Source: an optimization exercise on an open RTL-to-GDS flow (aim: small area). Production flows keep margins and buffers that such runs may drop.
Only simulation tests tie the RTL to the original design; equivalence was not proved.
The clock input has no modelled driver; a real chip could not lean on it and would need a root buffer or a full tree.
Power is estimated from default activity; no workload was simulated.

## color_centroid
module color_centroid
  (
    input         clk,
    input         rst,           
    input  [2:0]  rgbfilter,     
    input         new_frame_i,   
    output [14:0] orig_addr,
    input  [11:0] orig_pxl,
    output        proc_we,
    output [14:0] proc_addr,
    output [11:0] proc_pxl,
    output [7:0]  centroid,
    output        new_centroid,
    output [2:0]  proximity
  );
Settings: LEC_CHECK=0, CAP_MARGIN=20, CORE_MARGIN=2, CORE_UTILIZATION=40, SLEW_MARGIN=20; clock period 10.0 ns.
standard.sh (not shown) runs the stock make flow with config.mk's settings and CLKGATE_MAP_FILE= SYNTH_SCRIPT=/design/flow/synth_recipe.tcl, a recipe that flattens the netlist after the stock synthesis.
==> flow/flow/run.sh <==
#!/bin/bash
# Standard ORFS layout (standard.sh) with these changes:
#  - synthesis maps the logic with an area-oriented ABC script
#    (flow/abc_area_lean.script in place of ORFS's abc_speed.script);
#    the registers are the standard synthesis's, unchanged;
#  - the ports are buffered with the smallest plain buffer;
#  - the clock tree is built by flow/manual_cts.tcl (k-means groups of
#    registers, one clock buffer per group) in place of TritonCTS; the rest
#    of ORFS's CTS step (placement legalisation, timing repair) is kept.
set -euo pipefail
WORK=$(pwd)
cp -r "$FLOW_HOME/scripts" "$WORK/orfs_scripts"
cp "$WORK/flow/abc_area_lean.script" "$WORK/orfs_scripts/abc_speed.script"
sed -i 's|^log_cmd clock_tree_synthesis {\*}$cts_args|source $::env(MANUAL_CTS_TCL)|' "$WORK/orfs_scripts/cts.tcl"
grep -q MANUAL_CTS_TCL "$WORK/orfs_scripts/cts.tcl"
export SCRIPTS_DIR="$WORK/orfs_scripts"
export BUFFER_PORTS_ARGS="-buffer_cell sky130_fd_sc_hd__buf_1"
export MANUAL_CTS_TCL="$WORK/flow/manual_cts.tcl"
export MANUAL_CTS_NET=clk
export MANUAL_CTS_K=14
export MANUAL_CTS_BUF=sky130_fd_sc_hd__clkbuf_8
export MANUAL_CTS_ROOT=sky130_fd_sc_hd__clkbuf_16
bash standard.sh > orfs_make.log 2>&1
==> flow/flow/manual_cts.tcl <==
set mcts_k   $::env(MANUAL_CTS_K)
set mcts_buf $::env(MANUAL_CTS_BUF)
set mcts_root $::env(MANUAL_CTS_ROOT)
set block [ord::get_db_block]
set db [ord::get_db]
set clknet [$block findNet $::env(MANUAL_CTS_NET)]
$clknet setSigType CLOCK
set sinks {}
foreach it [$clknet getITerms] {
  lappend sinks $it
}
set n [llength $sinks]
puts "manual_cts: $n sinks, $mcts_k groups of $mcts_buf"
set xs {}; set ys {}
foreach it $sinks {
  set b [[$it getInst] getBBox]
  lappend xs [expr {([$b xMin] + [$b xMax]) / 2.0}]
  lappend ys [expr {([$b yMin] + [$b yMax]) / 2.0}]
}
# k-means, seeded with points spread along the sorted x+y order
set order [lsort -real -indices [lmap x $xs y $ys {expr {$x + $y}}]]
set cx {}; set cy {}
for {set k 0} {$k < $mcts_k} {incr k} {
  set i [lindex $order [expr {int(($k + 0.5) * $n / $mcts_k)}]]
  lappend cx [lindex $xs $i]; lappend cy [lindex $ys $i]
}
set asg [lrepeat $n 0]
for {set iter 0} {$iter < 50} {incr iter} {
  for {set i 0} {$i < $n} {incr i} {
    set best 0; set bd 1e30
    for {set k 0} {$k < $mcts_k} {incr k} {
      set dx [expr {[lindex $xs $i] - [lindex $cx $k]}]
      set dy [expr {[lindex $ys $i] - [lindex $cy $k]}]
      set d [expr {abs($dx) + abs($dy)}]
      if {$d < $bd} { set bd $d; set best $k }
    }
    lset asg $i $best
  }
  set sx [lrepeat $mcts_k 0.0]; set sy [lrepeat $mcts_k 0.0]; set sc [lrepeat $mcts_k 0]
  for {set i 0} {$i < $n} {incr i} {
    set k [lindex $asg $i]
    lset sx $k [expr {[lindex $sx $k] + [lindex $xs $i]}]
    lset sy $k [expr {[lindex $sy $k] + [lindex $ys $i]}]
    lset sc $k [expr {[lindex $sc $k] + 1}]
  }
  for {set k 0} {$k < $mcts_k} {incr k} {
    if {[lindex $sc $k] > 0} {
      lset cx $k [expr {[lindex $sx $k] / [lindex $sc $k]}]
      lset cy $k [expr {[lindex $sy $k] / [lindex $sc $k]}]
    }
  }
}
set master [$db findMaster $mcts_buf]
set src $clknet
if {$mcts_k > 4} {
  set rmaster [$db findMaster $mcts_root]
  set rb [odb::dbInst_create $block $rmaster "clkbuf_root_0"]
  set rn [odb::dbNet_create $block "clknet_root_0"]
  $rn setSigType CLOCK
  [$rb findITerm A] connect $clknet
  [$rb findITerm X] connect $rn
  set ax 0.0; set ay 0.0
  for {set k 0} {$k < $mcts_k} {incr k} {
    set ax [expr {$ax + [lindex $cx $k]}]; set ay [expr {$ay + [lindex $cy $k]}]
  }
  $rb setLocation [expr {int($ax / $mcts_k)}] [expr {int($ay / $mcts_k)}]
  $rb setPlacementStatus PLACED
  set src $rn
}
for {set k 0} {$k < $mcts_k} {incr k} {
  set b [odb::dbInst_create $block $master "clkbuf_leaf_$k"]
  set net [odb::dbNet_create $block "clknet_leaf_$k"]
  $net setSigType CLOCK
  [$b findITerm A] connect $src
  [$b findITerm X] connect $net
  $b setLocation [expr {int([lindex $cx $k])}] [expr {int([lindex $cy $k])}]
  $b setPlacementStatus PLACED
}
for {set i 0} {$i < $n} {incr i} {
  set it [lindex $sinks $i]
  set k [lindex $asg $i]
  set net [$block findNet "clknet_leaf_$k"]
  $it disconnect
  $it connect $net
}
puts "manual_cts: group sizes [lmap k [lsort -integer -unique $asg] {llength [lsearch -all $asg $k]}]"
Other scripts of this flow, unchanged in this note and not shown: flow/flow/abc_area_lean.script
Then changed:
--- a/flow/flow/run.sh
+++ b/flow/flow/run.sh
@@ -19,4 +19,4 @@
 export MANUAL_CTS_NET=clk
-export MANUAL_CTS_K=14
-export MANUAL_CTS_BUF=sky130_fd_sc_hd__clkbuf_8
+export MANUAL_CTS_K=8
+export MANUAL_CTS_BUF=sky130_fd_sc_hd__clkbuf_16
 export MANUAL_CTS_ROOT=sky130_fd_sc_hd__clkbuf_16
Effect: The changed run finished with timing, DRC and antenna clean; wire length grows by 0.53%; sequential share of layout area is about the same; hold slack improved by 14 ps; design area is about the same; core utilization is about the same.
In every run of this note, the design's own scripts or RTL, not TritonCTS, make the clock network.

north:
The RTL this note starts from:
==> flow/design.v <==
module color_centroid
  (
    input         clk,
    input         rst,           
    input  [2:0]  rgbfilter,     
    input         new_frame_i,   
    output [14:0] orig_addr,
    input  [11:0] orig_pxl,
    output        proc_we,
    output [14:0] proc_addr,
    output [11:0] proc_pxl,
    output [7:0]  centroid,
    output        new_centroid,
    output [2:0]  proximity
  );
  reg [14:0] cnt;
  reg        processing;
  reg        we1, we2;
  wire end_cnt = cnt[14] & cnt[11] & cnt[9] & (&cnt[7:0]);  
  always @(posedge clk, posedge rst)
    if (rst) begin
      cnt        <= 15'd0;
      processing <= 1'b0;
      we1        <= 1'b0;
      we2        <= 1'b0;
    end else begin
      we1 <= processing;
      we2 <= we1;
      if (processing) begin
        if (end_cnt) begin
          cnt        <= 15'd0;
          processing <= 1'b0;
        end else
          cnt <= cnt + 1'b1;
      end else if (new_frame_i)
        processing <= 1'b1;
    end
  assign orig_addr = cnt;
  assign proc_we   = we2;
  wire        wnorm = processing & we1;
  wire [14:0] cnt_m2 = cnt - 15'd2;
  assign proc_addr = (cnt_m2 & ~({15{~wnorm}} & 15'h3500)) | {14'd0, ~we1};
  wire frame_done = we1 & ~processing;
  assign new_centroid = we2 & ~we1;
  reg [11:0] pxl_rg;
  reg        thr;
  wire [3:0] red = orig_pxl[11:8];
  wire [3:0] grn = orig_pxl[7:4];
  wire [3:0] blu = orig_pxl[3:0];
  wire red_gt_grn = red > grn;
  wire red_gt_blu = red > blu;
  wire grn_gt_blu = grn > blu;
  wire [3:0] rg_d = red_gt_grn ? red - grn : grn - red;
  wire [3:0] rb_d = red_gt_blu ? red - blu : blu - red;
  wire [3:0] gb_d = grn_gt_blu ? grn - blu : blu - grn;
  wire rg_s = rg_d <= 4'd2;
  wire rb_s = rb_d <= 4'd2;
  wire gb_s = gb_d <= 4'd2;
  wire rg_v = rg_d >= 4'd7;
  wire rb_v = rb_d >= 4'd7;
  wire gb_v = gb_d >= 4'd7;
  reg red_l, grn_l, blu_l, yel_l, cya_l, mag_l, gra_l;
  always @(*) begin
    red_l = 1'b0; grn_l = 1'b0; blu_l = 1'b0; yel_l = 1'b0;
    cya_l = 1'b0; mag_l = 1'b0; gra_l = 1'b0;
    if (red_gt_grn) begin
      if (red_gt_blu) begin
        if (grn_gt_blu) begin
          if (rg_v) red_l = 1'b1;
          else if (rg_s) begin
            if (rb_s) gra_l = 1'b1;
            else if (gb_v) yel_l = 1'b1;
          end
        end else begin
          if (rb_v) red_l = 1'b1;
          else if (rb_s) begin
            if (rg_s) gra_l = 1'b1;
            else if (gb_v) mag_l = 1'b1;
          end
        end
      end else begin
        if (rb_v) blu_l = 1'b1;
        else if (rb_s) begin
          if (gb_s) gra_l = 1'b1;
          else if (rg_v) mag_l = 1'b1;
        end
      end
    end else begin
      if (red_gt_blu) begin
        if (rg_v) grn_l = 1'b1;
        else if (rg_s) begin
          if (rb_v) yel_l = 1'b1;
          else if (gb_s) gra_l = 1'b1;
        end
      end else begin
        if (grn_gt_blu) begin
          if (gb_v) grn_l = 1'b1;
          else if (gb_s) begin
            if (rb_v) cya_l = 1'b1;
            else if (rg_s) gra_l = 1'b1;
          end
        end else begin
          if (gb_v) blu_l = 1'b1;
          else if (gb_s) begin
            if (rb_s) gra_l = 1'b1;
            else if (rg_v) cya_l = 1'b1;
          end
        end
      end
    end
  end
  wire whi_l = gra_l & (&red[3:2]) & (&grn[3:2]) & (&blu[3:2]);
  reg pass;
  always @(*)
    case (rgbfilter)
      3'b100:  pass = red_l;
      3'b010:  pass = grn_l;
      3'b001:  pass = blu_l;
      3'b110:  pass = yel_l;
      3'b101:  pass = mag_l;
      3'b011:  pass = cya_l;
      3'b111:  pass = whi_l;
      default: pass = 1'b1;
    endcase
  always @(posedge clk) begin
    pxl_rg <= orig_pxl;
    thr    <= pass;
  end
  assign proc_pxl = thr ? pxl_rg : 12'd0;
  reg  [3:0] bk;
  wire [3:0] lo = cnt_m2[3:0];
  always @(posedge clk)
    if (!processing)
      bk <= 4'd9;
    else if (cnt[3:0] == 4'd1)
      bk <= (bk == 4'd9) ? 4'd0 : bk + 1'b1;
  wire rowin = (cnt >= 15'd1280) && (cnt < 15'd17920);
  wire colin = (bk >= 4'd1) && (bk <= 4'd8);
  wire pi    = thr & colin & rowin;
  wire       lastc = (lo == 4'd15);
  wire [2:0] grp   = lastc ? bk[2:0] : bk[2:0] - 1'b1;
  reg [13:0] cnt_t;
  reg [12:0] cnt_l, cnt_012, cnt_567;
  reg [11:0] cnt_01, cnt_67;
  reg [10:0] cnt_0, cnt_7;
  wire clr = ~|cnt[14:10];
  always @(posedge clk)
    if (clr) begin
      cnt_t <= 0; cnt_l <= 0; cnt_012 <= 0; cnt_567 <= 0;
      cnt_01 <= 0; cnt_67 <= 0; cnt_0 <= 0; cnt_7 <= 0;
    end else if (pi) begin
      cnt_t <= cnt_t + 1'b1;
      if (grp <= 3'd3) cnt_l   <= cnt_l + 1'b1;
      if (grp <= 3'd2) cnt_012 <= cnt_012 + 1'b1;
      if (grp <= 3'd1) cnt_01  <= cnt_01 + 1'b1;
      if (grp >= 3'd5) cnt_567 <= cnt_567 + 1'b1;
      if (grp >= 3'd6) cnt_67  <= cnt_67 + 1'b1;
      if (bk == 4'd1)  cnt_0   <= cnt_0 + 1'b1;
      if (bk == 4'd8)  cnt_7   <= cnt_7 + 1'b1;
    end
  wire [14:0] dif  = {1'b0, cnt_l, 1'b0} - {1'b0, cnt_t};   
  wire        left = ~dif[14] & (|dif[13:0]);
  wire [13:0] adif = dif[14] ? (~dif[13:0] + 1'b1) : dif[13:0];
  wire [12:0] half = cnt_t[13:1];
  reg [7:0] cen_tmp;
  always @(*) begin
    cen_tmp = 8'd0;
    if (cnt_t <= 14'd128)
      cen_tmp = 8'd0;
    else if (adif < {4'd0, cnt_t[13:4]})
      cen_tmp = 8'b00011000;
    else if (left) begin
      if (cnt_0 >= half)        cen_tmp[0] = 1'b1;
      else if (cnt_01 >= half)  cen_tmp[1] = 1'b1;
      else if (cnt_012 >= half) cen_tmp[2] = 1'b1;
      else                      cen_tmp[3] = 1'b1;
    end else begin
      if (cnt_7 >= half)        cen_tmp[7] = 1'b1;
      else if (cnt_67 >= half)  cen_tmp[6] = 1'b1;
      else if (cnt_567 >= half) cen_tmp[5] = 1'b1;
      else                      cen_tmp[4] = 1'b1;
    end
  end
  reg [2:0] prox_tmp;
  always @(*)
    if (cnt_t[13])      prox_tmp = 3'd7;
    else if (cnt_t[12]) prox_tmp = cnt_t[11] ? 3'd7 : 3'd6;
    else if (cnt_t[11]) prox_tmp = 3'd5;
    else if (cnt_t[10]) prox_tmp = 3'd4;
    else if (cnt_t[9])  prox_tmp = 3'd3;
    else if (cnt_t[8])  prox_tmp = 3'd2;
    else if (cnt_t[7])  prox_tmp = 3'd1;
    else                prox_tmp = 3'd0;
  reg [7:0] cen_o;
  reg [2:0] prox_o;
  always @(posedge clk, posedge rst)
    if (rst) begin
      cen_o  <= 8'd0;
      prox_o <= 3'd0;
    end else if (frame_done) begin
      cen_o  <= cen_tmp;
      prox_o <= prox_tmp;
    end
  assign centroid  = cen_o;
  assign proximity = prox_o;
endmodule
==> flow/config.mk <==
export PLATFORM = sky130hd
export DESIGN_NAME = color_centroid
export DESIGN_NICKNAME = color_centroid
export VERILOG_FILES = /design/flow/design.v
export SDC_FILE = /design/flow/constraint.sdc
export NUM_CORES = 4
export LEC_CHECK = 0
export ABC_AREA = 1
export CAP_MARGIN = 20
export CORE_MARGIN = 2
export CORE_UTILIZATION = 40
export SLEW_MARGIN = 20
==> flow/constraint.sdc <==
create_clock -name core_clock -period 10.0 [get_ports {clk}]
set_input_delay 2.0000 -clock core_clock [delete_from_list [all_inputs] [get_ports {clk}]]
set_output_delay 2.0000 -clock core_clock [all_outputs]
set_load 0.01 [all_outputs]
run.sh (not shown) runs the stock make flow with config.mk's settings and CLKGATE_MAP_FILE= SYNTH_SCRIPT=/design/flow/synth_recipe.tcl, a recipe that flattens the netlist after the stock synthesis.
Stock flow here: none of the scripts above is used.
Here is what was changed in the inputs of south compared with north.
Settings: a deleted ABC_AREA that had been 1.
## What came out
On fraction of area in registers: between south and north, it ends up higher for south.
Of south and north, south shows the lower worst relative slew slack, with north above it.
Startpoint of the most critical setup path = orig_pxl[1]: south; startpoint of the most critical setup path = cnt[1]: north
Diff north -> south | total met2 wirelength after detailed routing | down by more than 10%
south vs north — synthesized area divided by synthesized cell count climbed by more than 10%
In south, wire length on met1 is lower than in north.
Of the two candidates, north has the worse net switching power of the design and south the better one.
south: fraction of met2 tracks used by global routing 1.6 points below north

## static timing again, ports no longer ideal
The results above use ideal ports. As a check the final layouts listed here were re-extracted and re-timed, cells and wires unchanged. Step 1 (the two cells are an assumption about what drives the block):
set clk [get_ports {clk}]
set_driving_cell -lib_cell sky130_fd_sc_hd__clkbuf_16 $clk
set_driving_cell -lib_cell sky130_fd_sc_hd__buf_2 [delete_from_list [all_inputs] $clk]
Step 2 moves the port delays by t, midway between the first and last clock arrival at a register: inputs arrive t later, outputs are due t later. That takes back most of the time a late clock gives input paths. Slacks: ideal ports / drivers / drivers and shift; pairs: ideal ports / drivers.
| run | t, ns | setup WS [ns] | latest minus earliest clock arrival (ns) | worst data-port slew with drivers (ns) | cell pins on the clock port's net |
|---|---|---|---|---|---|
| the first run of note 1 | 0.402 | 5.080 / 5.040 / 5.442 | 0.045 / 0.045 | 0.04 | 1 |
| the second run of note 1 | 0.402 | 5.064 / 5.024 / 5.426 | 0.041 / 0.040 | 0.04 | 1 |
| north | 0.482 | 4.820 / 4.771 / 4.845 | 0.012 / 0.012 | 0.04 | 1 |
| south | 0.471 | 4.637 / 4.654 / 4.184 | 0.022 / 0.021 | 0.04 | 1 |
After both steps setup and hold are still met in every run listed. For south, which loses most, drivers alone change the setup slack by +0.017 ns; drivers and shift together by -0.453 ns.
